What follows belongs to an exercise in optimizing a design on an open flow for small area, a short achievable clock period and few clock cycles per item; a production flow would make more cautious choices.
Only simulation tests tie the RTL to the original design; equivalence was not proved.

==> constraint.sdc <==
create_clock -name core_clock -period 9.0 [get_ports {clk}]
set_input_delay 1.8000 -clock core_clock [delete_from_list [all_inputs] [get_ports {clk}]]
set_output_delay 1.8000 -clock core_clock [all_outputs]
set_load 0.01 [all_outputs]
==> config.mk <==
export PLATFORM = sky130hd
export DESIGN_NAME = Exponential
export DESIGN_NICKNAME = Exponential
export VERILOG_FILES = /design/flow/design.v
export SDC_FILE = /design/flow/constraint.sdc
export NUM_CORES = 4
export LEC_CHECK = 0
export CAP_MARGIN = 20
export CORE_MARGIN = 2
export CORE_UTILIZATION = 60
export CTS_BUF_LIST = sky130_fd_sc_hd__clkbuf_2 sky130_fd_sc_hd__clkbuf_4
export CTS_CLUSTER_SIZE = 60
export SETUP_SLACK_MARGIN = 3
export SLEW_MARGIN = 20
==> run.sh <==
#!/bin/bash
# synth_recipe.tcl (not shown) runs the flow's synth.tcl, then flattens the netlist and writes it again
# the make line also repeats each setting of config.mk as NAME=value (left out here)
make -C /OpenROAD-flow-scripts/flow DESIGN_CONFIG=/design/flow/config.mk WORK_HOME=/design/flow/orfs CLKGATE_MAP_FILE= SYNTH_SCRIPT=/design/flow/synth_recipe.tcl finish
==> design.v <==
module radd(input [17:0] r, input [15:0] t, output reg [17:0] s);
  reg [9:0] th, s0, s1;
  reg       c, c0, c1;
  integer   i;
  always @(*) begin
    c = 1'b0;
    for (i = 0; i < 8; i = i + 1) begin
      s[i] = r[i] ^ t[i] ^ c;
      c    = (r[i] & t[i]) | (r[i] & c) | (t[i] & c);
    end
    th = {2'b00, t[15:8]};
    c0 = 1'b0;
    c1 = 1'b1;
    for (i = 0; i < 10; i = i + 1) begin
      s0[i] = r[8+i] ^ th[i] ^ c0;
      c0    = (r[8+i] & th[i]) | (r[8+i] & c0) | (th[i] & c0);
      s1[i] = r[8+i] ^ th[i] ^ c1;
      c1    = (r[8+i] & th[i]) | (r[8+i] & c1) | (th[i] & c1);
    end
    s[17:8] = c ? s1 : s0;
  end
endmodule
module mulb(input [7:0] one, input [7:0] two, input [7:0] neg, input one8,
  input [15:0] b, output reg [31:0] s0, output reg [31:0] s1);
  wire [17:0] bx = {1'b0, b, 1'b0};    
  reg m0_0, m0_1, m0_2, m0_3, m0_4, m0_5, m0_6, m0_7, m0_8, m0_9, m0_10, m0_11, m0_12, m0_13, m0_14, m0_15;
  reg m0_16, m1_0, m1_1, m1_2, m1_3, m1_4, m1_5, m1_6, m1_7, m1_8, m1_9, m1_10, m1_11, m1_12, m1_13, m1_14;
  reg m1_15, m1_16, m2_0, m2_1, m2_2, m2_3, m2_4, m2_5, m2_6, m2_7, m2_8, m2_9, m2_10, m2_11, m2_12, m2_13;
  reg m2_14, m2_15, m2_16, m3_0, m3_1, m3_2, m3_3, m3_4, m3_5, m3_6, m3_7, m3_8, m3_9, m3_10, m3_11, m3_12;
  reg m3_13, m3_14, m3_15, m3_16, m4_0, m4_1, m4_2, m4_3, m4_4, m4_5, m4_6, m4_7, m4_8, m4_9, m4_10, m4_11;
  reg m4_12, m4_13, m4_14, m4_15, m4_16, m5_0, m5_1, m5_2, m5_3, m5_4, m5_5, m5_6, m5_7, m5_8, m5_9, m5_10;
  reg m5_11, m5_12, m5_13, m5_14, m5_15, m5_16, m6_0, m6_1, m6_2, m6_3, m6_4, m6_5, m6_6, m6_7, m6_8, m6_9;
  reg m6_10, m6_11, m6_12, m6_13, m6_14, m6_15, m6_16, m7_0, m7_1, m7_2, m7_3, m7_4, m7_5, m7_6, m7_7, m7_8;
  reg m7_9, m7_10, m7_11, m7_12, m7_13, m7_14, m7_15, m7_16, w1, w2, w3, w4, w5, w6, w7, w8;
  reg w9, w10, w11, w12, w13, w14, w15, w16, w17, w18, w19, w20, w21, w22, w23, w24;
  reg w25, w26, w27, w28, w29, w30, w31, w32, w33, w34, w35, w36, w37, w38, w39, w40;
  reg w41, w42, w43, w44, w45, w46, w47, w48, w49, w50, w51, w52, w53, w54, w55, w56;
  reg w57, w58, w59, w60, w61, w62, w63, w64, w65, w66, w67, w68, w69, w70, w71, w72;
  reg w73, w74, w75, w76, w77, w78, w79, w80, w81, w82, w83, w84, w85, w86, w87, w88;
  reg w89, w90, w91, w92, w93, w94, w95, w96, w97, w98, w99, w100, w101, w102, w103, w104;
  reg w105, w106, w107, w108, w109, w110, w111, w112, w113, w114, w115, w116, w117, w118, w119, w120;
  reg w121, w122, w123, w124, w125, w126, w127, w128, w129, w130, w131, w132, w133, w134, w135, w136;
  reg w137, w138, w139, w140, w141, w142, w143, w144, w145, w146, w147, w148, w149, w150, w151, w152;
  reg w153, w154, w155, w156, w157, w158, w159, w160, w161, w162, w163, w164, w165, w166, w167, w168;
  reg w169, w170, w171, w172, w173, w174, w175, w176, w177, w178, w179, w180, w181, w182, w183, w184;
  reg w185, w186, w187, w188, w189, w190, w191, w192, w193, w194, w195, w196, w197, w198, w199, w200;
  reg w201, w202, w203, w204, w205, w206, w207, w208, w209, w210, w211, w212, w213, w214, w215, w216;
  reg w217, w218, w219, w220, w221, w222, w223, w224, w225, w226, w227, w228, w229, w230, w231, w232;
  reg w233, w234, w235, w236, w237, w238, w239, w240, w241, w242, w243, w244, w245, w246, w247, w248;
  reg w249, w250, w251, w252, w253, w254, w255, w256, w257, w258, w259, w260, w261, w262, w263, w264;
  always @(*) begin
    m0_0 = ((one[0] & bx[1]) | (two[0] & bx[0])) ^ neg[0];
    m0_1 = ((one[0] & bx[2]) | (two[0] & bx[1])) ^ neg[0];
    m0_2 = ((one[0] & bx[3]) | (two[0] & bx[2])) ^ neg[0];
    m0_3 = ((one[0] & bx[4]) | (two[0] & bx[3])) ^ neg[0];
    m0_4 = ((one[0] & bx[5]) | (two[0] & bx[4])) ^ neg[0];
    m0_5 = ((one[0] & bx[6]) | (two[0] & bx[5])) ^ neg[0];
    m0_6 = ((one[0] & bx[7]) | (two[0] & bx[6])) ^ neg[0];
    m0_7 = ((one[0] & bx[8]) | (two[0] & bx[7])) ^ neg[0];
    m0_8 = ((one[0] & bx[9]) | (two[0] & bx[8])) ^ neg[0];
    m0_9 = ((one[0] & bx[10]) | (two[0] & bx[9])) ^ neg[0];
    m0_10 = ((one[0] & bx[11]) | (two[0] & bx[10])) ^ neg[0];
    m0_11 = ((one[0] & bx[12]) | (two[0] & bx[11])) ^ neg[0];
    m0_12 = ((one[0] & bx[13]) | (two[0] & bx[12])) ^ neg[0];
    m0_13 = ((one[0] & bx[14]) | (two[0] & bx[13])) ^ neg[0];
    m0_14 = ((one[0] & bx[15]) | (two[0] & bx[14])) ^ neg[0];
    m0_15 = ((one[0] & bx[16]) | (two[0] & bx[15])) ^ neg[0];
    m0_16 = ((one[0] & bx[17]) | (two[0] & bx[16])) ^ neg[0];
    m1_0 = ((one[1] & bx[1]) | (two[1] & bx[0])) ^ neg[1];
    m1_1 = ((one[1] & bx[2]) | (two[1] & bx[1])) ^ neg[1];
    m1_2 = ((one[1] & bx[3]) | (two[1] & bx[2])) ^ neg[1];
    m1_3 = ((one[1] & bx[4]) | (two[1] & bx[3])) ^ neg[1];
    m1_4 = ((one[1] & bx[5]) | (two[1] & bx[4])) ^ neg[1];
    m1_5 = ((one[1] & bx[6]) | (two[1] & bx[5])) ^ neg[1];
    m1_6 = ((one[1] & bx[7]) | (two[1] & bx[6])) ^ neg[1];
    m1_7 = ((one[1] & bx[8]) | (two[1] & bx[7])) ^ neg[1];
    m1_8 = ((one[1] & bx[9]) | (two[1] & bx[8])) ^ neg[1];
    m1_9 = ((one[1] & bx[10]) | (two[1] & bx[9])) ^ neg[1];
    m1_10 = ((one[1] & bx[11]) | (two[1] & bx[10])) ^ neg[1];
    m1_11 = ((one[1] & bx[12]) | (two[1] & bx[11])) ^ neg[1];
    m1_12 = ((one[1] & bx[13]) | (two[1] & bx[12])) ^ neg[1];
    m1_13 = ((one[1] & bx[14]) | (two[1] & bx[13])) ^ neg[1];
    m1_14 = ((one[1] & bx[15]) | (two[1] & bx[14])) ^ neg[1];
    m1_15 = ((one[1] & bx[16]) | (two[1] & bx[15])) ^ neg[1];
    m1_16 = ((one[1] & bx[17]) | (two[1] & bx[16])) ^ neg[1];
    m2_0 = ((one[2] & bx[1]) | (two[2] & bx[0])) ^ neg[2];
    m2_1 = ((one[2] & bx[2]) | (two[2] & bx[1])) ^ neg[2];
    m2_2 = ((one[2] & bx[3]) | (two[2] & bx[2])) ^ neg[2];
    m2_3 = ((one[2] & bx[4]) | (two[2] & bx[3])) ^ neg[2];
    m2_4 = ((one[2] & bx[5]) | (two[2] & bx[4])) ^ neg[2];
    m2_5 = ((one[2] & bx[6]) | (two[2] & bx[5])) ^ neg[2];
    m2_6 = ((one[2] & bx[7]) | (two[2] & bx[6])) ^ neg[2];
    m2_7 = ((one[2] & bx[8]) | (two[2] & bx[7])) ^ neg[2];
    m2_8 = ((one[2] & bx[9]) | (two[2] & bx[8])) ^ neg[2];
    m2_9 = ((one[2] & bx[10]) | (two[2] & bx[9])) ^ neg[2];
    m2_10 = ((one[2] & bx[11]) | (two[2] & bx[10])) ^ neg[2];
    m2_11 = ((one[2] & bx[12]) | (two[2] & bx[11])) ^ neg[2];
    m2_12 = ((one[2] & bx[13]) | (two[2] & bx[12])) ^ neg[2];
    m2_13 = ((one[2] & bx[14]) | (two[2] & bx[13])) ^ neg[2];
    m2_14 = ((one[2] & bx[15]) | (two[2] & bx[14])) ^ neg[2];
    m2_15 = ((one[2] & bx[16]) | (two[2] & bx[15])) ^ neg[2];
    m2_16 = ((one[2] & bx[17]) | (two[2] & bx[16])) ^ neg[2];
    m3_0 = ((one[3] & bx[1]) | (two[3] & bx[0])) ^ neg[3];
    m3_1 = ((one[3] & bx[2]) | (two[3] & bx[1])) ^ neg[3];
    m3_2 = ((one[3] & bx[3]) | (two[3] & bx[2])) ^ neg[3];
    m3_3 = ((one[3] & bx[4]) | (two[3] & bx[3])) ^ neg[3];
    m3_4 = ((one[3] & bx[5]) | (two[3] & bx[4])) ^ neg[3];
    m3_5 = ((one[3] & bx[6]) | (two[3] & bx[5])) ^ neg[3];
    m3_6 = ((one[3] & bx[7]) | (two[3] & bx[6])) ^ neg[3];
    m3_7 = ((one[3] & bx[8]) | (two[3] & bx[7])) ^ neg[3];
    m3_8 = ((one[3] & bx[9]) | (two[3] & bx[8])) ^ neg[3];
    m3_9 = ((one[3] & bx[10]) | (two[3] & bx[9])) ^ neg[3];
    m3_10 = ((one[3] & bx[11]) | (two[3] & bx[10])) ^ neg[3];
    m3_11 = ((one[3] & bx[12]) | (two[3] & bx[11])) ^ neg[3];
    m3_12 = ((one[3] & bx[13]) | (two[3] & bx[12])) ^ neg[3];
    m3_13 = ((one[3] & bx[14]) | (two[3] & bx[13])) ^ neg[3];
    m3_14 = ((one[3] & bx[15]) | (two[3] & bx[14])) ^ neg[3];
    m3_15 = ((one[3] & bx[16]) | (two[3] & bx[15])) ^ neg[3];
    m3_16 = ((one[3] & bx[17]) | (two[3] & bx[16])) ^ neg[3];
    m4_0 = ((one[4] & bx[1]) | (two[4] & bx[0])) ^ neg[4];
    m4_1 = ((one[4] & bx[2]) | (two[4] & bx[1])) ^ neg[4];
    m4_2 = ((one[4] & bx[3]) | (two[4] & bx[2])) ^ neg[4];
    m4_3 = ((one[4] & bx[4]) | (two[4] & bx[3])) ^ neg[4];
    m4_4 = ((one[4] & bx[5]) | (two[4] & bx[4])) ^ neg[4];
    m4_5 = ((one[4] & bx[6]) | (two[4] & bx[5])) ^ neg[4];
    m4_6 = ((one[4] & bx[7]) | (two[4] & bx[6])) ^ neg[4];
    m4_7 = ((one[4] & bx[8]) | (two[4] & bx[7])) ^ neg[4];
    m4_8 = ((one[4] & bx[9]) | (two[4] & bx[8])) ^ neg[4];
    m4_9 = ((one[4] & bx[10]) | (two[4] & bx[9])) ^ neg[4];
    m4_10 = ((one[4] & bx[11]) | (two[4] & bx[10])) ^ neg[4];
    m4_11 = ((one[4] & bx[12]) | (two[4] & bx[11])) ^ neg[4];
    m4_12 = ((one[4] & bx[13]) | (two[4] & bx[12])) ^ neg[4];
    m4_13 = ((one[4] & bx[14]) | (two[4] & bx[13])) ^ neg[4];
    m4_14 = ((one[4] & bx[15]) | (two[4] & bx[14])) ^ neg[4];
    m4_15 = ((one[4] & bx[16]) | (two[4] & bx[15])) ^ neg[4];
    m4_16 = ((one[4] & bx[17]) | (two[4] & bx[16])) ^ neg[4];
    m5_0 = ((one[5] & bx[1]) | (two[5] & bx[0])) ^ neg[5];
    m5_1 = ((one[5] & bx[2]) | (two[5] & bx[1])) ^ neg[5];
    m5_2 = ((one[5] & bx[3]) | (two[5] & bx[2])) ^ neg[5];
    m5_3 = ((one[5] & bx[4]) | (two[5] & bx[3])) ^ neg[5];
    m5_4 = ((one[5] & bx[5]) | (two[5] & bx[4])) ^ neg[5];
    m5_5 = ((one[5] & bx[6]) | (two[5] & bx[5])) ^ neg[5];
    m5_6 = ((one[5] & bx[7]) | (two[5] & bx[6])) ^ neg[5];
    m5_7 = ((one[5] & bx[8]) | (two[5] & bx[7])) ^ neg[5];
    m5_8 = ((one[5] & bx[9]) | (two[5] & bx[8])) ^ neg[5];
    m5_9 = ((one[5] & bx[10]) | (two[5] & bx[9])) ^ neg[5];
    m5_10 = ((one[5] & bx[11]) | (two[5] & bx[10])) ^ neg[5];
    m5_11 = ((one[5] & bx[12]) | (two[5] & bx[11])) ^ neg[5];
    m5_12 = ((one[5] & bx[13]) | (two[5] & bx[12])) ^ neg[5];
    m5_13 = ((one[5] & bx[14]) | (two[5] & bx[13])) ^ neg[5];
    m5_14 = ((one[5] & bx[15]) | (two[5] & bx[14])) ^ neg[5];
    m5_15 = ((one[5] & bx[16]) | (two[5] & bx[15])) ^ neg[5];
    m5_16 = ((one[5] & bx[17]) | (two[5] & bx[16])) ^ neg[5];
    m6_0 = ((one[6] & bx[1]) | (two[6] & bx[0])) ^ neg[6];
    m6_1 = ((one[6] & bx[2]) | (two[6] & bx[1])) ^ neg[6];
    m6_2 = ((one[6] & bx[3]) | (two[6] & bx[2])) ^ neg[6];
    m6_3 = ((one[6] & bx[4]) | (two[6] & bx[3])) ^ neg[6];
    m6_4 = ((one[6] & bx[5]) | (two[6] & bx[4])) ^ neg[6];
    m6_5 = ((one[6] & bx[6]) | (two[6] & bx[5])) ^ neg[6];
    m6_6 = ((one[6] & bx[7]) | (two[6] & bx[6])) ^ neg[6];
    m6_7 = ((one[6] & bx[8]) | (two[6] & bx[7])) ^ neg[6];
    m6_8 = ((one[6] & bx[9]) | (two[6] & bx[8])) ^ neg[6];
    m6_9 = ((one[6] & bx[10]) | (two[6] & bx[9])) ^ neg[6];
    m6_10 = ((one[6] & bx[11]) | (two[6] & bx[10])) ^ neg[6];
    m6_11 = ((one[6] & bx[12]) | (two[6] & bx[11])) ^ neg[6];
    m6_12 = ((one[6] & bx[13]) | (two[6] & bx[12])) ^ neg[6];
    m6_13 = ((one[6] & bx[14]) | (two[6] & bx[13])) ^ neg[6];
    m6_14 = ((one[6] & bx[15]) | (two[6] & bx[14])) ^ neg[6];
    m6_15 = ((one[6] & bx[16]) | (two[6] & bx[15])) ^ neg[6];
    m6_16 = ((one[6] & bx[17]) | (two[6] & bx[16])) ^ neg[6];
    m7_0 = ((one[7] & bx[1]) | (two[7] & bx[0])) ^ neg[7];
    m7_1 = ((one[7] & bx[2]) | (two[7] & bx[1])) ^ neg[7];
    m7_2 = ((one[7] & bx[3]) | (two[7] & bx[2])) ^ neg[7];
    m7_3 = ((one[7] & bx[4]) | (two[7] & bx[3])) ^ neg[7];
    m7_4 = ((one[7] & bx[5]) | (two[7] & bx[4])) ^ neg[7];
    m7_5 = ((one[7] & bx[6]) | (two[7] & bx[5])) ^ neg[7];
    m7_6 = ((one[7] & bx[7]) | (two[7] & bx[6])) ^ neg[7];
    m7_7 = ((one[7] & bx[8]) | (two[7] & bx[7])) ^ neg[7];
    m7_8 = ((one[7] & bx[9]) | (two[7] & bx[8])) ^ neg[7];
    m7_9 = ((one[7] & bx[10]) | (two[7] & bx[9])) ^ neg[7];
    m7_10 = ((one[7] & bx[11]) | (two[7] & bx[10])) ^ neg[7];
    m7_11 = ((one[7] & bx[12]) | (two[7] & bx[11])) ^ neg[7];
    m7_12 = ((one[7] & bx[13]) | (two[7] & bx[12])) ^ neg[7];
    m7_13 = ((one[7] & bx[14]) | (two[7] & bx[13])) ^ neg[7];
    m7_14 = ((one[7] & bx[15]) | (two[7] & bx[14])) ^ neg[7];
    m7_15 = ((one[7] & bx[16]) | (two[7] & bx[15])) ^ neg[7];
    m7_16 = ((one[7] & bx[17]) | (two[7] & bx[16])) ^ neg[7];
    w1 = m0_10 ^ m1_8;
    w2 = m0_10 & m1_8;
    w3 = m0_11 ^ m1_9;
    w4 = m0_11 & m1_9;
    w5 = m0_12 ^ m1_10 ^ m2_8;
    w6 = (m0_12 & m1_10) | (m0_12 & m2_8) | (m1_10 & m2_8);
    w7 = m3_6 ^ m4_4;
    w8 = m3_6 & m4_4;
    w9 = m0_13 ^ m1_11 ^ m2_9;
    w10 = (m0_13 & m1_11) | (m0_13 & m2_9) | (m1_11 & m2_9);
    w11 = m3_7 ^ m4_5;
    w12 = m3_7 & m4_5;
    w13 = m0_14 ^ m1_12 ^ m2_10;
    w14 = (m0_14 & m1_12) | (m0_14 & m2_10) | (m1_12 & m2_10);
    w15 = m3_8 ^ m4_6 ^ m5_4;
    w16 = (m3_8 & m4_6) | (m3_8 & m5_4) | (m4_6 & m5_4);
    w17 = m6_2 ^ m7_0;
    w18 = m6_2 & m7_0;
    w19 = m0_15 ^ m1_13 ^ m2_11;
    w20 = (m0_15 & m1_13) | (m0_15 & m2_11) | (m1_13 & m2_11);
    w21 = m3_9 ^ m4_7 ^ m5_5;
    w22 = (m3_9 & m4_7) | (m3_9 & m5_5) | (m4_7 & m5_5);
    w23 = m6_3 ^ m7_1;
    w24 = m6_3 & m7_1;
    w25 = m0_16 ^ m1_14 ^ m2_12;
    w26 = (m0_16 & m1_14) | (m0_16 & m2_12) | (m1_14 & m2_12);
    w27 = m3_10 ^ m4_8 ^ m5_6;
    w28 = (m3_10 & m4_8) | (m3_10 & m5_6) | (m4_8 & m5_6);
    w29 = m6_4 ^ m7_2 ^ (one8 & b[0]);
    w30 = (m6_4 & m7_2) | (m6_4 & (one8 & b[0])) | (m7_2 & (one8 & b[0]));
    w31 = m1_15 ^ m2_13 ^ m3_11;
    w32 = (m1_15 & m2_13) | (m1_15 & m3_11) | (m2_13 & m3_11);
    w33 = m4_9 ^ m5_7 ^ m6_5;
    w34 = (m4_9 & m5_7) | (m4_9 & m6_5) | (m5_7 & m6_5);
    w35 = m7_3 ^ (one8 & b[1]) ^ neg[0];
    w36 = (m7_3 & (one8 & b[1])) | (m7_3 & neg[0]) | ((one8 & b[1]) & neg[0]);
    w37 = m1_16 ^ m2_14 ^ m3_12;
    w38 = (m1_16 & m2_14) | (m1_16 & m3_12) | (m2_14 & m3_12);
    w39 = m4_10 ^ m5_8 ^ m6_6;
    w40 = (m4_10 & m5_8) | (m4_10 & m6_6) | (m5_8 & m6_6);
    w41 = m7_4 ^ (one8 & b[2]) ^ neg[0];
    w42 = (m7_4 & (one8 & b[2])) | (m7_4 & neg[0]) | ((one8 & b[2]) & neg[0]);
    w43 = ~neg[1] ^ m2_15 ^ m3_13;
    w44 = (~neg[1] & m2_15) | (~neg[1] & m3_13) | (m2_15 & m3_13);
    w45 = m4_11 ^ m5_9 ^ m6_7;
    w46 = (m4_11 & m5_9) | (m4_11 & m6_7) | (m5_9 & m6_7);
    w47 = m7_5 ^ (one8 & b[3]) ^ ~neg[0];
    w48 = (m7_5 & (one8 & b[3])) | (m7_5 & ~neg[0]) | ((one8 & b[3]) & ~neg[0]);
    w49 = m2_16 ^ m3_14 ^ m4_12;
    w50 = (m2_16 & m3_14) | (m2_16 & m4_12) | (m3_14 & m4_12);
    w51 = m5_10 ^ m6_8 ^ m7_6;
    w52 = (m5_10 & m6_8) | (m5_10 & m7_6) | (m6_8 & m7_6);
    w53 = (one8 & b[4]) ^ 1'b1;
    w54 = (one8 & b[4]) & 1'b1;
    w55 = ~neg[2] ^ m3_15 ^ m4_13;
    w56 = (~neg[2] & m3_15) | (~neg[2] & m4_13) | (m3_15 & m4_13);
    w57 = m5_11 ^ m6_9 ^ m7_7;
    w58 = (m5_11 & m6_9) | (m5_11 & m7_7) | (m6_9 & m7_7);
    w59 = m3_16 ^ m4_14 ^ m5_12;
    w60 = (m3_16 & m4_14) | (m3_16 & m5_12) | (m4_14 & m5_12);
    w61 = m6_10 ^ m7_8;
    w62 = m6_10 & m7_8;
    w63 = ~neg[3] ^ m4_15 ^ m5_13;
    w64 = (~neg[3] & m4_15) | (~neg[3] & m5_13) | (m4_15 & m5_13);
    w65 = m4_16 ^ m5_14;
    w66 = m4_16 & m5_14;
    w67 = m0_6 ^ m1_4;
    w68 = m0_6 & m1_4;
    w69 = m0_7 ^ m1_5;
    w70 = m0_7 & m1_5;
    w71 = m0_8 ^ m1_6 ^ m2_4;
    w72 = (m0_8 & m1_6) | (m0_8 & m2_4) | (m1_6 & m2_4);
    w73 = m3_2 ^ m4_0;
    w74 = m3_2 & m4_0;
    w75 = m0_9 ^ m1_7 ^ m2_5;
    w76 = (m0_9 & m1_7) | (m0_9 & m2_5) | (m1_7 & m2_5);
    w77 = m3_3 ^ m4_1;
    w78 = m3_3 & m4_1;
    w79 = w1 ^ m2_6 ^ m3_4;
    w80 = (w1 & m2_6) | (w1 & m3_4) | (m2_6 & m3_4);
    w81 = m4_2 ^ m5_0 ^ neg[5];
    w82 = (m4_2 & m5_0) | (m4_2 & neg[5]) | (m5_0 & neg[5]);
    w83 = w2 ^ w3 ^ m2_7;
    w84 = (w2 & w3) | (w2 & m2_7) | (w3 & m2_7);
    w85 = m3_5 ^ m4_3 ^ m5_1;
    w86 = (m3_5 & m4_3) | (m3_5 & m5_1) | (m4_3 & m5_1);
    w87 = w4 ^ w5 ^ w7;
    w88 = (w4 & w5) | (w4 & w7) | (w5 & w7);
    w89 = m5_2 ^ m6_0 ^ neg[6];
    w90 = (m5_2 & m6_0) | (m5_2 & neg[6]) | (m6_0 & neg[6]);
    w91 = w6 ^ w8 ^ w9;
    w92 = (w6 & w8) | (w6 & w9) | (w8 & w9);
    w93 = w11 ^ m5_3 ^ m6_1;
    w94 = (w11 & m5_3) | (w11 & m6_1) | (m5_3 & m6_1);
    w95 = w10 ^ w12 ^ w13;
    w96 = (w10 & w12) | (w10 & w13) | (w12 & w13);
    w97 = w15 ^ w17 ^ neg[7];
    w98 = (w15 & w17) | (w15 & neg[7]) | (w17 & neg[7]);
    w99 = w14 ^ w16 ^ w18;
    w100 = (w14 & w16) | (w14 & w18) | (w16 & w18);
    w101 = w19 ^ w21 ^ w23;
    w102 = (w19 & w21) | (w19 & w23) | (w21 & w23);
    w103 = w20 ^ w22 ^ w24;
    w104 = (w20 & w22) | (w20 & w24) | (w22 & w24);
    w105 = w25 ^ w27 ^ w29;
    w106 = (w25 & w27) | (w25 & w29) | (w27 & w29);
    w107 = w26 ^ w28 ^ w30;
    w108 = (w26 & w28) | (w26 & w30) | (w28 & w30);
    w109 = w31 ^ w33 ^ w35;
    w110 = (w31 & w33) | (w31 & w35) | (w33 & w35);
    w111 = w32 ^ w34 ^ w36;
    w112 = (w32 & w34) | (w32 & w36) | (w34 & w36);
    w113 = w37 ^ w39 ^ w41;
    w114 = (w37 & w39) | (w37 & w41) | (w39 & w41);
    w115 = w38 ^ w40 ^ w42;
    w116 = (w38 & w40) | (w38 & w42) | (w40 & w42);
    w117 = w43 ^ w45 ^ w47;
    w118 = (w43 & w45) | (w43 & w47) | (w45 & w47);
    w119 = w44 ^ w46 ^ w48;
    w120 = (w44 & w46) | (w44 & w48) | (w46 & w48);
    w121 = w49 ^ w51 ^ w53;
    w122 = (w49 & w51) | (w49 & w53) | (w51 & w53);
    w123 = w50 ^ w52 ^ w54;
    w124 = (w50 & w52) | (w50 & w54) | (w52 & w54);
    w125 = w55 ^ w57 ^ (one8 & b[5]);
    w126 = (w55 & w57) | (w55 & (one8 & b[5])) | (w57 & (one8 & b[5]));
    w127 = w56 ^ w58 ^ w59;
    w128 = (w56 & w58) | (w56 & w59) | (w58 & w59);
    w129 = w61 ^ (one8 & b[6]) ^ 1'b1;
    w130 = (w61 & (one8 & b[6])) | (w61 & 1'b1) | ((one8 & b[6]) & 1'b1);
    w131 = w60 ^ w62 ^ w63;
    w132 = (w60 & w62) | (w60 & w63) | (w62 & w63);
    w133 = m6_11 ^ m7_9 ^ (one8 & b[7]);
    w134 = (m6_11 & m7_9) | (m6_11 & (one8 & b[7])) | (m7_9 & (one8 & b[7]));
    w135 = w64 ^ w65 ^ m6_12;
    w136 = (w64 & w65) | (w64 & m6_12) | (w65 & m6_12);
    w137 = m7_10 ^ (one8 & b[8]) ^ 1'b1;
    w138 = (m7_10 & (one8 & b[8])) | (m7_10 & 1'b1) | ((one8 & b[8]) & 1'b1);
    w139 = w66 ^ ~neg[4] ^ m5_15;
    w140 = (w66 & ~neg[4]) | (w66 & m5_15) | (~neg[4] & m5_15);
    w141 = m6_13 ^ m7_11 ^ (one8 & b[9]);
    w142 = (m6_13 & m7_11) | (m6_13 & (one8 & b[9])) | (m7_11 & (one8 & b[9]));
    w143 = m5_16 ^ m6_14 ^ m7_12;
    w144 = (m5_16 & m6_14) | (m5_16 & m7_12) | (m6_14 & m7_12);
    w145 = (one8 & b[10]) ^ 1'b1;
    w146 = (one8 & b[10]) & 1'b1;
    w147 = ~neg[5] ^ m6_15 ^ m7_13;
    w148 = (~neg[5] & m6_15) | (~neg[5] & m7_13) | (m6_15 & m7_13);
    w149 = m6_16 ^ m7_14;
    w150 = m6_16 & m7_14;
    w151 = m0_4 ^ m1_2;
    w152 = m0_4 & m1_2;
    w153 = m0_5 ^ m1_3;
    w154 = m0_5 & m1_3;
    w155 = w67 ^ m2_2 ^ m3_0;
    w156 = (w67 & m2_2) | (w67 & m3_0) | (m2_2 & m3_0);
    w157 = w68 ^ w69 ^ m2_3;
    w158 = (w68 & w69) | (w68 & m2_3) | (w69 & m2_3);
    w159 = w70 ^ w71 ^ w73;
    w160 = (w70 & w71) | (w70 & w73) | (w71 & w73);
    w161 = w72 ^ w74 ^ w75;
    w162 = (w72 & w74) | (w72 & w75) | (w74 & w75);
    w163 = w76 ^ w78 ^ w79;
    w164 = (w76 & w78) | (w76 & w79) | (w78 & w79);
    w165 = w80 ^ w82 ^ w83;
    w166 = (w80 & w82) | (w80 & w83) | (w82 & w83);
    w167 = w84 ^ w86 ^ w87;
    w168 = (w84 & w86) | (w84 & w87) | (w86 & w87);
    w169 = w88 ^ w90 ^ w91;
    w170 = (w88 & w90) | (w88 & w91) | (w90 & w91);
    w171 = w92 ^ w94 ^ w95;
    w172 = (w92 & w94) | (w92 & w95) | (w94 & w95);
    w173 = w96 ^ w98 ^ w99;
    w174 = (w96 & w98) | (w96 & w99) | (w98 & w99);
    w175 = w100 ^ w102 ^ w103;
    w176 = (w100 & w102) | (w100 & w103) | (w102 & w103);
    w177 = w104 ^ w106 ^ w107;
    w178 = (w104 & w106) | (w104 & w107) | (w106 & w107);
    w179 = w108 ^ w110 ^ w111;
    w180 = (w108 & w110) | (w108 & w111) | (w110 & w111);
    w181 = w112 ^ w114 ^ w115;
    w182 = (w112 & w114) | (w112 & w115) | (w114 & w115);
    w183 = w116 ^ w118 ^ w119;
    w184 = (w116 & w118) | (w116 & w119) | (w118 & w119);
    w185 = w120 ^ w122 ^ w123;
    w186 = (w120 & w122) | (w120 & w123) | (w122 & w123);
    w187 = w124 ^ w126 ^ w127;
    w188 = (w124 & w126) | (w124 & w127) | (w126 & w127);
    w189 = w128 ^ w130 ^ w131;
    w190 = (w128 & w130) | (w128 & w131) | (w130 & w131);
    w191 = w132 ^ w134 ^ w135;
    w192 = (w132 & w134) | (w132 & w135) | (w134 & w135);
    w193 = w136 ^ w138 ^ w139;
    w194 = (w136 & w138) | (w136 & w139) | (w138 & w139);
    w195 = w140 ^ w142 ^ w143;
    w196 = (w140 & w142) | (w140 & w143) | (w142 & w143);
    w197 = w144 ^ w146 ^ w147;
    w198 = (w144 & w146) | (w144 & w147) | (w146 & w147);
    w199 = w148 ^ w149 ^ (one8 & b[12]);
    w200 = (w148 & w149) | (w148 & (one8 & b[12])) | (w149 & (one8 & b[12]));
    w201 = w150 ^ ~neg[6] ^ m7_15;
    w202 = (w150 & ~neg[6]) | (w150 & m7_15) | (~neg[6] & m7_15);
    w203 = m7_16 ^ (one8 & b[14]);
    w204 = m7_16 & (one8 & b[14]);
    w205 = m0_2 ^ m1_0;
    w206 = m0_2 & m1_0;
    w207 = m0_3 ^ m1_1;
    w208 = m0_3 & m1_1;
    w209 = w151 ^ m2_0 ^ neg[2];
    w210 = (w151 & m2_0) | (w151 & neg[2]) | (m2_0 & neg[2]);
    w211 = w152 ^ w153 ^ m2_1;
    w212 = (w152 & w153) | (w152 & m2_1) | (w153 & m2_1);
    w213 = w154 ^ w155 ^ neg[3];
    w214 = (w154 & w155) | (w154 & neg[3]) | (w155 & neg[3]);
    w215 = w156 ^ w157 ^ m3_1;
    w216 = (w156 & w157) | (w156 & m3_1) | (w157 & m3_1);
    w217 = w158 ^ w159 ^ neg[4];
    w218 = (w158 & w159) | (w158 & neg[4]) | (w159 & neg[4]);
    w219 = w160 ^ w161 ^ w77;
    w220 = (w160 & w161) | (w160 & w77) | (w161 & w77);
    w221 = w162 ^ w163 ^ w81;
    w222 = (w162 & w163) | (w162 & w81) | (w163 & w81);
    w223 = w164 ^ w165 ^ w85;
    w224 = (w164 & w165) | (w164 & w85) | (w165 & w85);
    w225 = w166 ^ w167 ^ w89;
    w226 = (w166 & w167) | (w166 & w89) | (w167 & w89);
    w227 = w168 ^ w169 ^ w93;
    w228 = (w168 & w169) | (w168 & w93) | (w169 & w93);
    w229 = w170 ^ w171 ^ w97;
    w230 = (w170 & w171) | (w170 & w97) | (w171 & w97);
    w231 = w172 ^ w173 ^ w101;
    w232 = (w172 & w173) | (w172 & w101) | (w173 & w101);
    w233 = w174 ^ w175 ^ w105;
    w234 = (w174 & w175) | (w174 & w105) | (w175 & w105);
    w235 = w176 ^ w177 ^ w109;
    w236 = (w176 & w177) | (w176 & w109) | (w177 & w109);
    w237 = w178 ^ w179 ^ w113;
    w238 = (w178 & w179) | (w178 & w113) | (w179 & w113);
    w239 = w180 ^ w181 ^ w117;
    w240 = (w180 & w181) | (w180 & w117) | (w181 & w117);
    w241 = w182 ^ w183 ^ w121;
    w242 = (w182 & w183) | (w182 & w121) | (w183 & w121);
    w243 = w184 ^ w185 ^ w125;
    w244 = (w184 & w185) | (w184 & w125) | (w185 & w125);
    w245 = w186 ^ w187 ^ w129;
    w246 = (w186 & w187) | (w186 & w129) | (w187 & w129);
    w247 = w188 ^ w189 ^ w133;
    w248 = (w188 & w189) | (w188 & w133) | (w189 & w133);
    w249 = w190 ^ w191 ^ w137;
    w250 = (w190 & w191) | (w190 & w137) | (w191 & w137);
    w251 = w192 ^ w193 ^ w141;
    w252 = (w192 & w193) | (w192 & w141) | (w193 & w141);
    w253 = w194 ^ w195 ^ w145;
    w254 = (w194 & w195) | (w194 & w145) | (w195 & w145);
    w255 = w196 ^ w197 ^ (one8 & b[11]);
    w256 = (w196 & w197) | (w196 & (one8 & b[11])) | (w197 & (one8 & b[11]));
    w257 = w198 ^ w199 ^ 1'b1;
    w258 = (w198 & w199) | (w198 & 1'b1) | (w199 & 1'b1);
    w259 = w200 ^ w201 ^ (one8 & b[13]);
    w260 = (w200 & w201) | (w200 & (one8 & b[13])) | (w201 & (one8 & b[13]));
    w261 = w202 ^ w203 ^ 1'b1;
    w262 = (w202 & w203) | (w202 & 1'b1) | (w203 & 1'b1);
    w263 = w204 ^ ~neg[7] ^ (one8 & b[15]);
    w264 = (w204 & ~neg[7]) | (w204 & (one8 & b[15])) | (~neg[7] & (one8 & b[15]));
    s0[0] = m0_0;
    s1[0] = neg[0];
    s0[1] = m0_1;
    s1[1] = 1'b0;
    s0[2] = w205;
    s1[2] = neg[1];
    s0[3] = w206;
    s1[3] = w207;
    s0[4] = w208;
    s1[4] = w209;
    s0[5] = w210;
    s1[5] = w211;
    s0[6] = w212;
    s1[6] = w213;
    s0[7] = w214;
    s1[7] = w215;
    s0[8] = w216;
    s1[8] = w217;
    s0[9] = w218;
    s1[9] = w219;
    s0[10] = w220;
    s1[10] = w221;
    s0[11] = w222;
    s1[11] = w223;
    s0[12] = w224;
    s1[12] = w225;
    s0[13] = w226;
    s1[13] = w227;
    s0[14] = w228;
    s1[14] = w229;
    s0[15] = w230;
    s1[15] = w231;
    s0[16] = w232;
    s1[16] = w233;
    s0[17] = w234;
    s1[17] = w235;
    s0[18] = w236;
    s1[18] = w237;
    s0[19] = w238;
    s1[19] = w239;
    s0[20] = w240;
    s1[20] = w241;
    s0[21] = w242;
    s1[21] = w243;
    s0[22] = w244;
    s1[22] = w245;
    s0[23] = w246;
    s1[23] = w247;
    s0[24] = w248;
    s1[24] = w249;
    s0[25] = w250;
    s1[25] = w251;
    s0[26] = w252;
    s1[26] = w253;
    s0[27] = w254;
    s1[27] = w255;
    s0[28] = w256;
    s1[28] = w257;
    s0[29] = w258;
    s1[29] = w259;
    s0[30] = w260;
    s1[30] = w261;
    s0[31] = w262;
    s1[31] = w263;
  end
endmodule
module cpa32h(input [31:0] a, input [31:0] b, output reg [15:0] s,
  output reg c16, output reg c17, output reg c18, output reg c19);
  reg g0, p0, g1, p1, g2, p2, g3, p3, g4, p4, g5, p5, g6, p6, g7, p7;
  reg g8, p8, g9, p9, g10, p10, g11, p11, g12, p12, g13, p13, g14, p14, g15, p15;
  reg g16, p16, g17, p17, g18, p18, g19, p19, g20, p20, g21, p21, g22, p22, g23, p23;
  reg g24, p24, g25, p25, g26, p26, g27, p27, g28, p28, g29, p29, g30, p30, g31, p31;
  reg G1, G2, P2, G3, P3, G4, P4, G5, P5, G6, P6, G7, P7, G8, P8, G9;
  reg G10, P10, G11, P11, G12, P12, G13, G14, P14, G15, G16, P16, G17, P17, G18, P18;
  reg G19, P19, G20, P20, G21, P21, G22, P22, G23, P23, G24, P24, G25, P25, G26, P26;
  reg G27, P27, G28, P28, G29, P29, G30, P30, G31, P31, G32, P32, G33, P33, G34, P34;
  reg G35, P35, G36, P36, G37, P37, G38, P38, G39, P39, G40, P40, G41, P41, G42, P42;
  reg G43, P43, G44, P44, G45, P45, G46, P46, G47, P47, c20, c21, c22, c23, c24, c25;
  reg c26, c27, c28, c29, c30, c31, c32;
  always @(*) begin
    g0 = a[0] & b[0];
    p0 = a[0] ^ b[0];
    g1 = a[1] & b[1];
    p1 = a[1] ^ b[1];
    g2 = a[2] & b[2];
    p2 = a[2] ^ b[2];
    g3 = a[3] & b[3];
    p3 = a[3] ^ b[3];
    g4 = a[4] & b[4];
    p4 = a[4] ^ b[4];
    g5 = a[5] & b[5];
    p5 = a[5] ^ b[5];
    g6 = a[6] & b[6];
    p6 = a[6] ^ b[6];
    g7 = a[7] & b[7];
    p7 = a[7] ^ b[7];
    g8 = a[8] & b[8];
    p8 = a[8] ^ b[8];
    g9 = a[9] & b[9];
    p9 = a[9] ^ b[9];
    g10 = a[10] & b[10];
    p10 = a[10] ^ b[10];
    g11 = a[11] & b[11];
    p11 = a[11] ^ b[11];
    g12 = a[12] & b[12];
    p12 = a[12] ^ b[12];
    g13 = a[13] & b[13];
    p13 = a[13] ^ b[13];
    g14 = a[14] & b[14];
    p14 = a[14] ^ b[14];
    g15 = a[15] & b[15];
    p15 = a[15] ^ b[15];
    g16 = a[16] & b[16];
    p16 = a[16] ^ b[16];
    g17 = a[17] & b[17];
    p17 = a[17] ^ b[17];
    g18 = a[18] & b[18];
    p18 = a[18] ^ b[18];
    g19 = a[19] & b[19];
    p19 = a[19] ^ b[19];
    g20 = a[20] & b[20];
    p20 = a[20] ^ b[20];
    g21 = a[21] & b[21];
    p21 = a[21] ^ b[21];
    g22 = a[22] & b[22];
    p22 = a[22] ^ b[22];
    g23 = a[23] & b[23];
    p23 = a[23] ^ b[23];
    g24 = a[24] & b[24];
    p24 = a[24] ^ b[24];
    g25 = a[25] & b[25];
    p25 = a[25] ^ b[25];
    g26 = a[26] & b[26];
    p26 = a[26] ^ b[26];
    g27 = a[27] & b[27];
    p27 = a[27] ^ b[27];
    g28 = a[28] & b[28];
    p28 = a[28] ^ b[28];
    g29 = a[29] & b[29];
    p29 = a[29] ^ b[29];
    g30 = a[30] & b[30];
    p30 = a[30] ^ b[30];
    g31 = a[31] & b[31];
    p31 = a[31] ^ b[31];
    G1 = g1 | (p1 & g0);
    G2 = g3 | (p3 & g2);
    P2 = p3 & p2;
    G3 = g5 | (p5 & g4);
    P3 = p5 & p4;
    G4 = g7 | (p7 & g6);
    P4 = p7 & p6;
    G5 = g9 | (p9 & g8);
    P5 = p9 & p8;
    G6 = g11 | (p11 & g10);
    P6 = p11 & p10;
    G7 = g13 | (p13 & g12);
    P7 = p13 & p12;
    G8 = g15 | (p15 & g14);
    P8 = p15 & p14;
    G9 = G2 | (P2 & G1);
    G10 = G4 | (P4 & G3);
    P10 = P4 & P3;
    G11 = G6 | (P6 & G5);
    P11 = P6 & P5;
    G12 = G8 | (P8 & G7);
    P12 = P8 & P7;
    G13 = G10 | (P10 & G9);
    G14 = G12 | (P12 & G11);
    P14 = P12 & P11;
    G15 = G14 | (P14 & G13);
    c16 = G15;
    G16 = g17 | (p17 & g16);
    P16 = p17 & p16;
    G17 = g19 | (p19 & g18);
    P17 = p19 & p18;
    G18 = g21 | (p21 & g20);
    P18 = p21 & p20;
    G19 = g23 | (p23 & g22);
    P19 = p23 & p22;
    G20 = g25 | (p25 & g24);
    P20 = p25 & p24;
    G21 = g27 | (p27 & g26);
    P21 = p27 & p26;
    G22 = g29 | (p29 & g28);
    P22 = p29 & p28;
    G23 = g31 | (p31 & g30);
    P23 = p31 & p30;
    G24 = g18 | (p18 & G16);
    P24 = p18 & P16;
    G25 = G17 | (P17 & G16);
    P25 = P17 & P16;
    G26 = g22 | (p22 & G18);
    P26 = p22 & P18;
    G27 = G19 | (P19 & G18);
    P27 = P19 & P18;
    G28 = g26 | (p26 & G20);
    P28 = p26 & P20;
    G29 = G21 | (P21 & G20);
    P29 = P21 & P20;
    G30 = g30 | (p30 & G22);
    P30 = p30 & P22;
    G31 = G23 | (P23 & G22);
    P31 = P23 & P22;
    G32 = g20 | (p20 & G25);
    P32 = p20 & P25;
    G33 = G18 | (P18 & G25);
    P33 = P18 & P25;
    G34 = G26 | (P26 & G25);
    P34 = P26 & P25;
    G35 = G27 | (P27 & G25);
    P35 = P27 & P25;
    G36 = g28 | (p28 & G29);
    P36 = p28 & P29;
    G37 = G22 | (P22 & G29);
    P37 = P22 & P29;
    G38 = G30 | (P30 & G29);
    P38 = P30 & P29;
    G39 = G31 | (P31 & G29);
    P39 = P31 & P29;
    G40 = g24 | (p24 & G35);
    P40 = p24 & P35;
    G41 = G20 | (P20 & G35);
    P41 = P20 & P35;
    G42 = G28 | (P28 & G35);
    P42 = P28 & P35;
    G43 = G29 | (P29 & G35);
    P43 = P29 & P35;
    G44 = G36 | (P36 & G35);
    P44 = P36 & P35;
    G45 = G37 | (P37 & G35);
    P45 = P37 & P35;
    G46 = G38 | (P38 & G35);
    P46 = P38 & P35;
    G47 = G39 | (P39 & G35);
    P47 = P39 & P35;
    c17 = g16 | (p16 & c16);
    c18 = G16 | (P16 & c16);
    c19 = G24 | (P24 & c16);
    c20 = G25 | (P25 & c16);
    c21 = G32 | (P32 & c16);
    c22 = G33 | (P33 & c16);
    c23 = G34 | (P34 & c16);
    c24 = G35 | (P35 & c16);
    c25 = G40 | (P40 & c16);
    c26 = G41 | (P41 & c16);
    c27 = G42 | (P42 & c16);
    c28 = G43 | (P43 & c16);
    c29 = G44 | (P44 & c16);
    c30 = G45 | (P45 & c16);
    c31 = G46 | (P46 & c16);
    c32 = G47 | (P47 & c16);
    s[0] = p16 ^ c16;
    s[1] = p17 ^ c17;
    s[2] = p18 ^ c18;
    s[3] = p19 ^ c19;
    s[4] = p20 ^ c20;
    s[5] = p21 ^ c21;
    s[6] = p22 ^ c22;
    s[7] = p23 ^ c23;
    s[8] = p24 ^ c24;
    s[9] = p25 ^ c25;
    s[10] = p26 ^ c26;
    s[11] = p27 ^ c27;
    s[12] = p28 ^ c28;
    s[13] = p29 ^ c29;
    s[14] = p30 ^ c30;
    s[15] = p31 ^ c31;
  end
endmodule
module Exponential(input clk, rst, start, input [15:0] x,
                   output done, output [1:0] intpart, output [15:0] fracpart);
  reg        busy;
  reg [3:0]  step;
  reg [7:0]  one, two, neg;    
  reg        one8;             
  reg [15:0] t;       
  reg [17:0] r;       
  reg        acc;     
  wire [31:0] p0, p1;
  mulb mul(.one(one), .two(two), .neg(neg), .one8(one8), .b(t), .s0(p0), .s1(p1));
  wire [15:0] p;
  wire        c16, c17, c18, c19;
  cpa32h cpa(.a(p0), .b(p1), .s(p), .c16(c16), .c17(c17), .c18(c18), .c19(c19));
  reg [15:0] q;
  always @(*) begin
    case (step)
      4'd0:    q = {1'b0, p[15:1]};
      4'd3:    q = {2'b0, p[15:2]};
      4'd10:   q = {3'b0, p[15:3]};
      default: q = p;
    endcase
  end
  wire q_term = (step == 4'd0) | (step == 4'd2) | (step == 4'd3) | (step == 4'd5) |
                (step == 4'd7) | (step == 4'd9) | (step == 4'd10);
  wire tz     = (t == 16'd0);    
  wire go     = start & done;
  reg [15:0] y_next;
  always @(*) begin
    case (step)
      4'd1:    y_next = 16'h5555;
      4'd4:    y_next = 16'h3333;
      4'd6:    y_next = 16'h2AAA;
      4'd8:    y_next = 16'h2492;
      default: y_next = x;
    endcase
  end
  wire [15:0] y = go ? x : y_next;
  wire [16:0] ym = {y, 1'b0};    
  wire [7:0]  one_n, two_n, neg_n;
  genvar j;
  generate
    for (j = 0; j < 8; j = j + 1) begin : enc
      assign one_n[j] = ym[2*j+1] ^ ym[2*j];
      assign two_n[j] = (ym[2*j+2] & ~ym[2*j+1] & ~ym[2*j]) | (~ym[2*j+2] & ym[2*j+1] & ym[2*j]);
      assign neg_n[j] = ym[2*j+2];
    end
  endgenerate
  assign {intpart, fracpart} = r;
  wire [17:0] rsum;
  radd ra(.r(r), .t(acc ? t : 16'd0), .s(rsum));
  assign done = ~busy | tz;
  wire [15:0] bw;       
  wire [15:0] xd;       
  assign bw[1] = 1'b1;
  assign xd[0] = x[0];
  generate
    for (j = 1; j < 16; j = j + 1) begin : dec
      assign xd[j] = x[j] ^ bw[j];
      if (j < 15) begin : b
        assign bw[j+1] = bw[j] & ~x[j];
      end
    end
  endgenerate
  assign bw[0] = 1'b0;
  wire [15:0] t0 = (bw[15] & ~x[15]) ? 16'd0 : xd;
  always @(posedge clk or posedge rst) begin
    if (rst)
      busy <= 1'b0;
    else if (go)
      busy <= 1'b1;
    else if (tz | (step == 4'd11))
      busy <= 1'b0;
  end
  always @(posedge clk) begin
    step <= go ? 4'd0 : step + 4'd1;
    one  <= one_n;
    two  <= two_n;
    neg  <= neg_n;
    one8 <= y[15];
    t    <= go ? t0 : q;
    acc  <= go | q_term;
    if (go)
      r <= 18'h0FFFF;
    else if (busy)
      r <= rsum;
  end
endmodule
==> reports/metrics.cfg, run 1 <==
[worst_setup_path]
cp_num_buf_inv=2
cp-end-kind=flop
crit_start=t[11]
r2r_start=t[11]
critPathArrivalTime_ns=6.06
cp_max_fo=17
crit_type=flop to flop
cp_top_family=adder cells
cpMostUsedCell=fa_1
path_cells=buf_4, a22oi_1, xnor2_1, fa_1, fa_1, fa_1, fa_1, inv_1, ha_1, nand4_1, nor2_1, or3_4, o311a_4, o21ai_2, mux2i_2, nand2_1, a222oi_1, o221ai_1
slowest_delay_ns=0.57
critPathRequiredTime_ns=9.29
crit_path_top_delay_cell=fa_1
start_kind=flop

[yosys]
ys_warn_count=4
syn_area_um2=10300
synth_top_area_share_pct=21.5
syn_area_per_cell_um2=8.63
synth_commonest_cells=inv_1, a22oi_1, xnor2_1, fa_1, ha_1
yosys.area.top_type=fa_1
synth_ff_type=dfxtp_1
seq_area_frac_synth_pct=12.5
synth.most_common_cell=inv_1
synth_edf_count=0
ys_types=74
syn-num-nets=1395
async_flop_share_pct=1.56
synthCells=1189
synthTopCellsByArea=fa_1, dfxtp_1, xnor2_1
ys_seq_elements=64

[timing]
finalHoldViolCount=0
fin_tns_setup_ns=0
rsz0062_at_grt=true
setup_viol=0
relSlewSlack_pct=44.5
post-route-period-util_pct=64.1
tightest_slew_ns=0.832
post-route-min-period_ns=5.77
fin_skew_ns=0.0192
timing.fmax_ghz=0.173
maxSlewViolCount=0

[final_layout]
area_delta_synth_final_pct=5.43
layoutNonFillerInstCount=1389
final_core_util_pct=65.0
fin_nets=1370
drive_above_1_share_pct=8.81
antennaDiodeCount=0

[die]
die_h_um=135
io_pins=38
placementRows=47
dieWidth_um=135
initial_core_util_pct=61.6
core_area_um2=16600
fp.dieArea_um2=18200

[clocking]
max-clock-path-buffers=2
cts_tree=done
clock-root-buffer=clkbuf_4
cts-buffers-inserted=9
cts_sinks=64
htree_levels=3
post-cts-setup-buffers=0
clk_pin_slew_ns=0.12
hold_buffers=0
clock_latency_ns=0.42

[grt]
grt_antenna_before_repair=0
track_usage_pct=32.8
grt_max_degree=37
grt_pass1_wl_um=46100
grt_overflow_total=0
grt_pass1_vias=8555

[min_path]
hp-start=step[0]
hold_path.class=flop to flop

[routing]
avgViaCountPerCell=6.16
wl_um=28400
ant_nets=0
wl_per_cell_um=20.4
drtIter0Drc=743
num_vias=8554
drc=0
drtPass1Iterations=6

[run_status]
status=complete, no violations

[placed_design]
port_buffers=37
place.gp.congestion=0.906
hpwlAfterDp_um=20600
placedCellCount=1373

[job]
maxCapViolCount=0

[worst paths after layout]
kind / endpoint / slack, ns / depth (start not counted)
worst max register to register: t[7] / 3.23 / 18
worst max-delay path: t[7] / 3.23 / 18
min in group asynchronous: busy / 1.51 / 2
worst min register to register: step[0] / 0.50 / 1
max in group asynchronous: busy / 7.39 / 2
worst min-delay path: step[0] / 0.50 / 1
[final cells by class]
type	instances	area, um2
tap	220	275
fill	1469	5830
inverter	156	586
clock inverter	7	95.1
timing repair buffer	58	528
multi-input combinational	875	7940
sequential	64	1320
clock buffer	9	67.6
[state kept, by name, summed over array words and instances (netlist names)]
name  flops
step      4
neg       8
two       8
acc       1
t        16
r        18
one       8
busy      1
[what timing repair did]
| item | CTS | global route |
|---|---|---|
| endpoints found under the hold margin | 0 | 0 |
| endpoints found under the setup margin | 13 | 18 |
| gates resized for setup | 3 | 31 |
[cell usage in the layout (no fill, tap or decap), types with 4 or more instances in the layout]
master / netlist / layout
o211ai_1: 6 / 6
nor2_1: 50 / 50
fa_1: 110 / 110
nand2b_1: 9 / 9
or2_2: 9 / 9
buf_4: 1 / 21
xnor2_1: 118 / 117
clkbuf_4: 0 / 9
nor2b_1: 5 / 5
nand2_1: 74 / 74
a31oi_1: 5 / 4
a221oi_1: 5 / 5
o21ai_0: 32 / 32
dfxtp_1: 63 / 36
mux2i_1: 16 / 15
o21a_1: 5 / 5
and2_1: 32 / 32
nand3_1: 21 / 21
a222oi_1: 5 / 5
a21oi_1: 38 / 36
and3_1: 4 / 4
clkdlybuf4s50_1: 0 / 37
a21o_1: 6 / 6
a22oi_1: 121 / 121
o221ai_1: 8 / 8
or3_1: 5 / 5
xor2_1: 44 / 44
o21ai_1: 5 / 5
ha_1: 77 / 77
dfxtp_2: 0 / 26
nor3_1: 12 / 12
o21bai_1: 4 / 4
inv_1: 153 / 153
nor4_1: 5 / 4
[kinds of logic (layout without fill, tap and decap cells)]
| family | Yosys count | count (layout) | synth area share (%) |
|---|---|---|---|
| buf+inv | 250 | 230 | 10.4 |
| compound gates | 268 | 268 | 19.0 |
| fa+ha+maj | 187 | 187 | 30.9 |
| mux | 19 | 19 | 1.89 |
| xor+xnor | 163 | 163 | 14.0 |
| flops | 64 | 64 | 12.5 |
| simple gates | 238 | 238 | 11.4 |
[metal layers]
metal | global-route usage [%] | share of wire [%] | vias up
met5 | 0 | 0 | -
met4 | 13.0 | 3.9 | 0
met3 | 5.11 | 7.8 | 80
met2 | 53.2 | 46 | 385
met1 | 43.9 | 42 | 4161
li1 | - | - | 3928
[per-stage QoR]
| step | area (um2) | hold slack (ns) | worst slack [ns] |
|---|---|---|---|
| detailed placement | 10600 | 0.476 | 2.81 |
| CTS | 10800 | 0.504 | 3.03 |
| global placement | 10600 | 0.468 | 2.88 |
| floorplan | 10300 | 0.445 | 3.32 |
| global route | 10800 | 0.554 | 2.98 |
| finish | 10800 | 0.498 | 3.23 |
Testbench counts, summed over its fixed seeds: cycles 3,484, items 384.
==> run 2, diff against run 1 <==
--- a/config.mk
+++ b/config.mk
@@ -8,7 +8,5 @@
 export CAP_MARGIN = 20
 export CORE_MARGIN = 2
 export CORE_UTILIZATION = 60
-export CTS_BUF_LIST = sky130_fd_sc_hd__clkbuf_2 sky130_fd_sc_hd__clkbuf_4
-export CTS_CLUSTER_SIZE = 60
 export SETUP_SLACK_MARGIN = 3
 export SLEW_MARGIN = 20
==> run 2 against run 1 <==
Against the previous run:
- still clean on timing, DRC and antenna
- synthesized cell count did not move
- area after synthesis did not move
- register-to-register slack barely moved
- cell count did not move
- global-route usage rose by 0.19 points
- setup slack improved by 0.0091 ns
- largest cell class unchanged
==> reports/metrics.cfg, run 2 <==
[yosys]
synthMuxAreaShare_pct=1.89  ; unchanged
yosys.area.top_type=fa_1
ys_types=74  ; unchanged
synthXorXnorAreaFrac_pct=14.0  ; unchanged
ys_warn_count=4  ; unchanged
synth_top_family_by_area=adder cells
synth_fa_ha_area_share_pct=30.9  ; unchanged
synth_ff_type=dfxtp_1
synthCells=1189  ; unchanged
synth_commonest_cells=inv_1, a22oi_1, xnor2_1, fa_1, ha_1
synthTopCellsByArea=fa_1, dfxtp_1, xnor2_1
syn_area_um2=10300  ; unchanged
synth_compound_area_share_pct=19.0  ; unchanged
synth_top_area_share_pct=21.5  ; unchanged
ys_seq_elements=64  ; unchanged
seq_area_frac_synth_pct=12.5  ; unchanged
syn-num-nets=1395  ; unchanged
syn_area_per_cell_um2=8.63  ; unchanged
async_flop_share_pct=1.56  ; unchanged
synth.most_common_cell=inv_1
synthSimpleGateAreaFrac_pct=11.4  ; unchanged
synth_edf_count=0  ; unchanged

[routing]
ant_nets=0  ; unchanged
avgViaCountPerCell=6.17  ; +0.25%
drtPass1Iterations=6  ; unchanged
num_vias=8575  ; +0.25%
drtIter0Drc=745  ; +0.27%
drc=0  ; unchanged
wl_per_cell_um=20.6  ; +0.98%
wl_um=28600  ; +0.98%

[final_layout]
final_cell_mix=inv_1, a22oi_1, xnor2_1
largest_reg_flops=18  ; unchanged
design_area_um2=11000  ; +1.6%
fillerInstances=1448  ; -1.4%
antennaDiodeCount=0  ; unchanged
regArea_um2=1320  ; about the same
regMostFlops=r
drive_above_1_share_pct=9.07  ; +0.26 points
fin_nets=1370  ; unchanged
multi_input_area_um2=7940  ; unchanged
final_common_cell=inv_1
area_delta_synth_final_pct=7.11
largestRegisters=r x18, t x16

[worst_setup_path]
crit_path_top_delay_cell=dfxtp_2
path_cells=a22oi_1, xor2_1, fa_1, fa_1, fa_1, fa_1, inv_1, ha_1, nand4_1, nor2_1, or3_4, o311a_4, o21ai_2, mux2i_2, nand2_1, a222oi_1, o221ai_1
critPathRequiredTime_ns=9.19  ; -0.10 ns
slowest_delay_ns=0.70  ; +0.13 ns
critPathArrivalTime_ns=5.95  ; -0.11 ns
cp_top_family=adder cells
cpMostUsedCell=fa_1
cp-end-kind=flop
crit_type=flop to flop
cp_max_fo=20  ; +3
start_kind=flop
cp_num_buf_inv=1  ; -1

[clocking]
clk_pin_slew_ns=0.06  ; -0.06 ns
post-cts-setup-buffers=0  ; unchanged
max-clock-path-buffers=2  ; unchanged
clock_latency_ns=0.33  ; -0.09 ns
cts_tree=done
htree_levels=3  ; unchanged
cts_sinks=64  ; unchanged
cts-buffers-inserted=9  ; unchanged
clock-root-buffer=clkbuf_16
hold_buffers=0  ; unchanged

[min_path]
hold_path.class=flop to flop

[timing]
setup_viol=0  ; unchanged
post-route-period-util_pct=64.0  ; -0.10 points
finalHoldViolCount=0  ; unchanged
maxSlewViolCount=0  ; unchanged
relSlewSlack_pct=45.2  ; +0.77 points
fin_tns_setup_ns=0  ; unchanged
tightest_slew_ns=0.820  ; -0.0116 ns
rsz0062_at_grt=false
whs_ns=0.493  ; -0.00518 ns
timing.fmax_ghz=0.174  ; +0.16%
post-route-min-period_ns=5.76  ; -0.00905 ns
worst_slack_ns=3.24  ; +0.00905 ns
fin_skew_ns=0.00977  ; -0.00946 ns

[placed_design]
place_ws_ns=2.81  ; unchanged
place.gp.congestion=0.906  ; unchanged
port_buffers=37  ; unchanged
hpwlAfterDp_um=20600  ; unchanged
placed_area_um2=10600  ; unchanged

[die]
placementRows=47  ; unchanged
dieWidth_um=135  ; unchanged
core_area_um2=16600  ; unchanged
initial_core_util_pct=61.6  ; unchanged
fp.dieArea_um2=18200  ; unchanged
die_h_um=135  ; unchanged
io_pins=38  ; unchanged

[grt]
grt_max_degree=37  ; unchanged
grt_pass1_vias=8595  ; +0.47%
grt_antenna_before_repair=0  ; unchanged
track_usage_pct=32.9  ; +0.19 points
grt_overflow_total=0  ; unchanged
grt_pass1_wl_um=46400  ; +0.66%

[run_status]
status=complete, no violations

[job]
maxCapViolCount=0  ; unchanged

## run 2: cell types whose count changed in the layout (fill, tap and decap cells not counted)
| cell | previous run | this run |
|---|---|---|
| clkbuf_16 | 0 | 9 |
| clkbuf_4 | 9 | 0 |
| clkinv_1 | 2 | 0 |
| clkbuf_8 | 0 | 1 |
| clkinvlp_4 | 0 | 1 |
| dfxtp_1 | 36 | 35 |
| dfxtp_2 | 26 | 27 |
## run 2: per-layer routing
| layer | GRT usage, % | up-vias | part of all wire, % |
|---|---|---|---|
| met5 | 0 | - | 0 |
| met4 | 12.7 | 0 | 3.6 |
| met3 | 5.22 | 72 | 7.3 |
| met2 | 53.8 | 359 | 46 |
| met1 | 44.1 | 4215 | 43 |
| li1 | - | 3929 | - |
## run 2: final timing paths
| kind | from | to | slack [ns] | depth (start not counted) |
|---|---|---|---|---|
| max | t[9] | t[7] | 3.24 | 17 |
| min | step[0] | step[0] | 0.49 | 1 |
| max reg2reg | t[9] | t[7] | 3.24 | 17 |
| min reg2reg | step[0] | step[0] | 0.49 | 1 |
| max in group asynchronous | rst | busy | 7.30 | 2 |
| min in group asynchronous | rst | busy | 1.61 | 2 |
## run 2: logic make-up (layout without fill, tap and decap cells)
group,after synthesis,after routing
AOI/OAI and AO/OA,268,268
buffers and inverters,250,230
and+or+nand+nor,238,238
adders and majority gates,187,187
xor gates and xnor gates,163,163
DFF,64,64
muxes,19,19
## run 2: layout make-up
type / count / share of cell area, %
clock inverter: 6 / 0.831
timing repair buffer: 58 / 4.80
multi-input combinational: 875 / 72.3
tap: 220 / 2.50
clock buffer: 10 / 2.17
inverter: 156 / 5.36
sequential: 64 / 12.0
## run 2: what timing repair did
item                                    CTS  global route
endpoints found under the setup margin   13            18
resized for setup                         2            34
endpoints found under the hold margin     0             0
## run 2: through the flow
step	instances	utilization (%)
final	1389	66.0
after global routing	1389	66.0
after CTS	1389	65.6
after detailed placement	1373	63.6
after global placement	1373	63.6
after floorplan	1189	-
## run 2: worst reg2reg max path, stage by stage, from the launching register on
cell,delay (ns)
dfxtp_2,0.70
a22oi_1,0.21
xor2_1,0.19
fa_1,0.43
fa_1,0.57
fa_1,0.43
fa_1,0.52
inv_1,0.04
ha_1,0.28
nand4_1,0.15
nor2_1,0.07
or3_4,0.42
o311a_4,0.41
o21ai_2,0.23
mux2i_2,0.31
nand2_1,0.13
a222oi_1,0.36
o221ai_1,0.17
==> run 3, diff against run 2 <==
--- a/config.mk
+++ b/config.mk
@@ -8,5 +8,7 @@
 export CAP_MARGIN = 20
 export CORE_MARGIN = 2
 export CORE_UTILIZATION = 60
-export SETUP_SLACK_MARGIN = 3
+export CTS_BUF_LIST = sky130_fd_sc_hd__clkbuf_4 sky130_fd_sc_hd__clkbuf_8
+export CTS_CLUSTER_SIZE = 40
+export SETUP_SLACK_MARGIN = 3.5
 export SLEW_MARGIN = 20
==> run 3 against run 2 <==
Against the previous run:
- still clean on timing, DRC and antenna
- final area is 7.6% higher
- fmax is 7.0% higher
- critical path depth up 1
- wire length grew 6.0%
- critical path type unchanged
- critical endpoint is now t[8]
- highest routed layer unchanged
==> reports/metrics.cfg, run 3 <==
[clocking]
cts-buffers-inserted=9  ; unchanged
cts_sinks=64  ; unchanged
clk_pin_slew_ns=0.08  ; +0.02 ns
hold_buffers=0  ; unchanged
clock-root-buffer=clkbuf_8
htree_levels=3  ; unchanged
max-clock-path-buffers=2  ; unchanged

[worst_setup_path]
critPathRequiredTime_ns=9.19  ; about the same
cpMostUsedCell=fa_1
reg2reg_setup_slack_ns=3.62  ; +0.37 ns
crit_start=t[14]
path_cells=a22oi_2, xnor2_2, fa_1, fa_1, inv_1, fa_1, inv_2, fa_1, ha_1, nand4_1, nor2_1, or3_4, o311a_4, o21ba_4, nor2_4, xnor2_4, a222oi_1, o221ai_1
start_kind=flop
r2r_end=t[8]
slowest_delay_ns=0.50  ; -0.20 ns

[min_path]
hold_path.class=flop to flop

[timing]
fin_skew_ns=0.00953  ; -0.000243 ns
maxSlewViolCount=0  ; unchanged
rsz0062_at_grt=true
relSlewSlack_pct=42.1  ; -3.1 points
timing.fmax_ghz=0.186  ; +7.0%
post-route-period-util_pct=59.8  ; -4.2 points
setup_viol=0  ; unchanged

[yosys]
seq_area_frac_synth_pct=12.5  ; unchanged
yosys.area.top_type=fa_1
synth_top_family_by_area=adder cells
synth_compound_area_share_pct=19.0  ; unchanged
syn_area_per_cell_um2=8.63  ; unchanged
synthMuxAreaShare_pct=1.89  ; unchanged
synthCells=1189  ; unchanged
ys_seq_elements=64  ; unchanged
synth_top_area_share_pct=21.5  ; unchanged
synth.most_common_cell=inv_1

[final_layout]
final_common_cell=inv_1
regMostFlops=r
fin_nets=1427  ; +4.2%
layoutNonFillerInstCount=1446  ; +4.1%
area_delta_synth_final_pct=15.2
largestRegisters=r x18, t x16
drive_above_1_share_pct=17.5  ; +8.4 points
largest_reg_flops=18  ; unchanged
final_cell_mix=inv_1, xnor2_1, a22oi_1
fillerInstances=1338  ; -7.6%
final_core_util_pct=71.0  ; +5.0 points

[die]
dieWidth_um=135  ; unchanged
core_area_um2=16600  ; unchanged
io_pins=38  ; unchanged
placementRows=47  ; unchanged
die_h_um=135  ; unchanged
fp.dieArea_um2=18200  ; unchanged

[placed_design]
placedCellCount=1367  ; -0.44%
placed_area_um2=10600  ; -0.33%
port_buffers=37  ; unchanged
hpwlAfterDp_um=20700  ; +0.11%

[routing]
drtPass1Iterations=5  ; -1
wl_per_cell_um=21.0  ; +1.8%
num_vias=8993  ; +4.9%
drc=0  ; unchanged
avgViaCountPerCell=6.22  ; +0.74%

[run_status]
status=complete, no violations

[grt]
grt_pass1_wl_um=47200  ; +1.9%
grt_max_degree=37  ; unchanged
grt_overflow_total=0  ; unchanged

[job]
maxCapViolCount=0  ; unchanged

==> run 3: kinds of logic after synthesis <==
logic type | Yosys count
AO/OA/AOI/OAI | 268
XOR/XNOR | 163
adder cells (fa/ha/maj) | 187
buffers and inverters | 250
flip-flops | 64
multiplexers | 19
AND/OR/NAND/NOR | 238
==> run 3: layout make-up <==
class	instances	area [um2]	share of cell area (%)
multi-input combinational	875	8190	69.3
sequential	64	1410	12.0
timing repair buffer	115	1150	9.74
inverter	156	592	5.01
tap	220	275	2.33
clock buffer	11	145	1.23
clock inverter	5	56.3	0.476
==> run 3: repair_timing <==
action | CTS | global route
buffers inserted | 11 | 51
pin swaps | 4 | 23
cloned | 0 | 1
endpoints found under the setup margin | 19 | 19
gates resized for setup | 73 | 82
==> run 3: layer usage <==
| layer | part of all wire, % | track usage (%) | up-vias |
|---|---|---|---|
| met1 | 41 | 44.4 | 4417 |
| met3 | 9.0 | 7.51 | 77 |
| li1 | - | - | 4045 |
| met2 | 47 | 54.0 | 454 |
| met5 | 0 | 0 | - |
| met4 | 3.5 | 12.6 | 0 |
==> run 3: critical path, delay by kind of cell (launching register included) <==
kind | cells | cell delay, ns
flops | 1 | 0.41
xor+xnor | 2 | 0.21
simple gates | 4 | 0.82
compound gates | 5 | 1.42
fa+ha+maj | 5 | 2.24
buf+inv | 2 | 0.09
==> run 3: worst min path at each step <==
stage | depth (start not counted) | start | endpoint | slack, ns
after floorplan | 1 | step[0] | step[0] | 0.44
after global placement | 1 | step[0] | step[0] | 0.47
after detailed placement | 1 | step[0] | step[0] | 0.48
after CTS | 1 | step[0] | step[0] | 0.50
after global routing | 1 | step[0] | step[0] | 0.55
final | 1 | step[0] | step[0] | 0.49

separate check: timing with driven ports:
In the flow no input, the clock included, has a driving cell. The finished layouts below were timed again as built, in two steps.
Step 1 assumes that a clkbuf_16 drives the clock port and a buf_2 every other input.
Step 2 adds t to the input delays and takes it off the output delays; t is the mean of the earliest and latest rising clock arrival at the registers after step 1. Input paths then give back, and output paths get back, about the clock's delay inside the block.
Slacks: ideal ports / drivers / drivers and shift; pairs: ideal ports / drivers.
run | t (ns) | setup slack, ns | worst setup path at the end
run 1 | 0.440 | 3.233 / 3.233 / 3.233 | register to register
run 2 | 0.365 | 3.242 / 3.242 / 3.242 | register to register
run 3 | 0.377 | 3.617 / 3.617 / 3.346 | input to register
After both steps setup and hold are still met in every run listed. For run 3, which loses most, drivers alone change the setup slack by 0.000 ns; drivers and shift together by -0.271 ns.
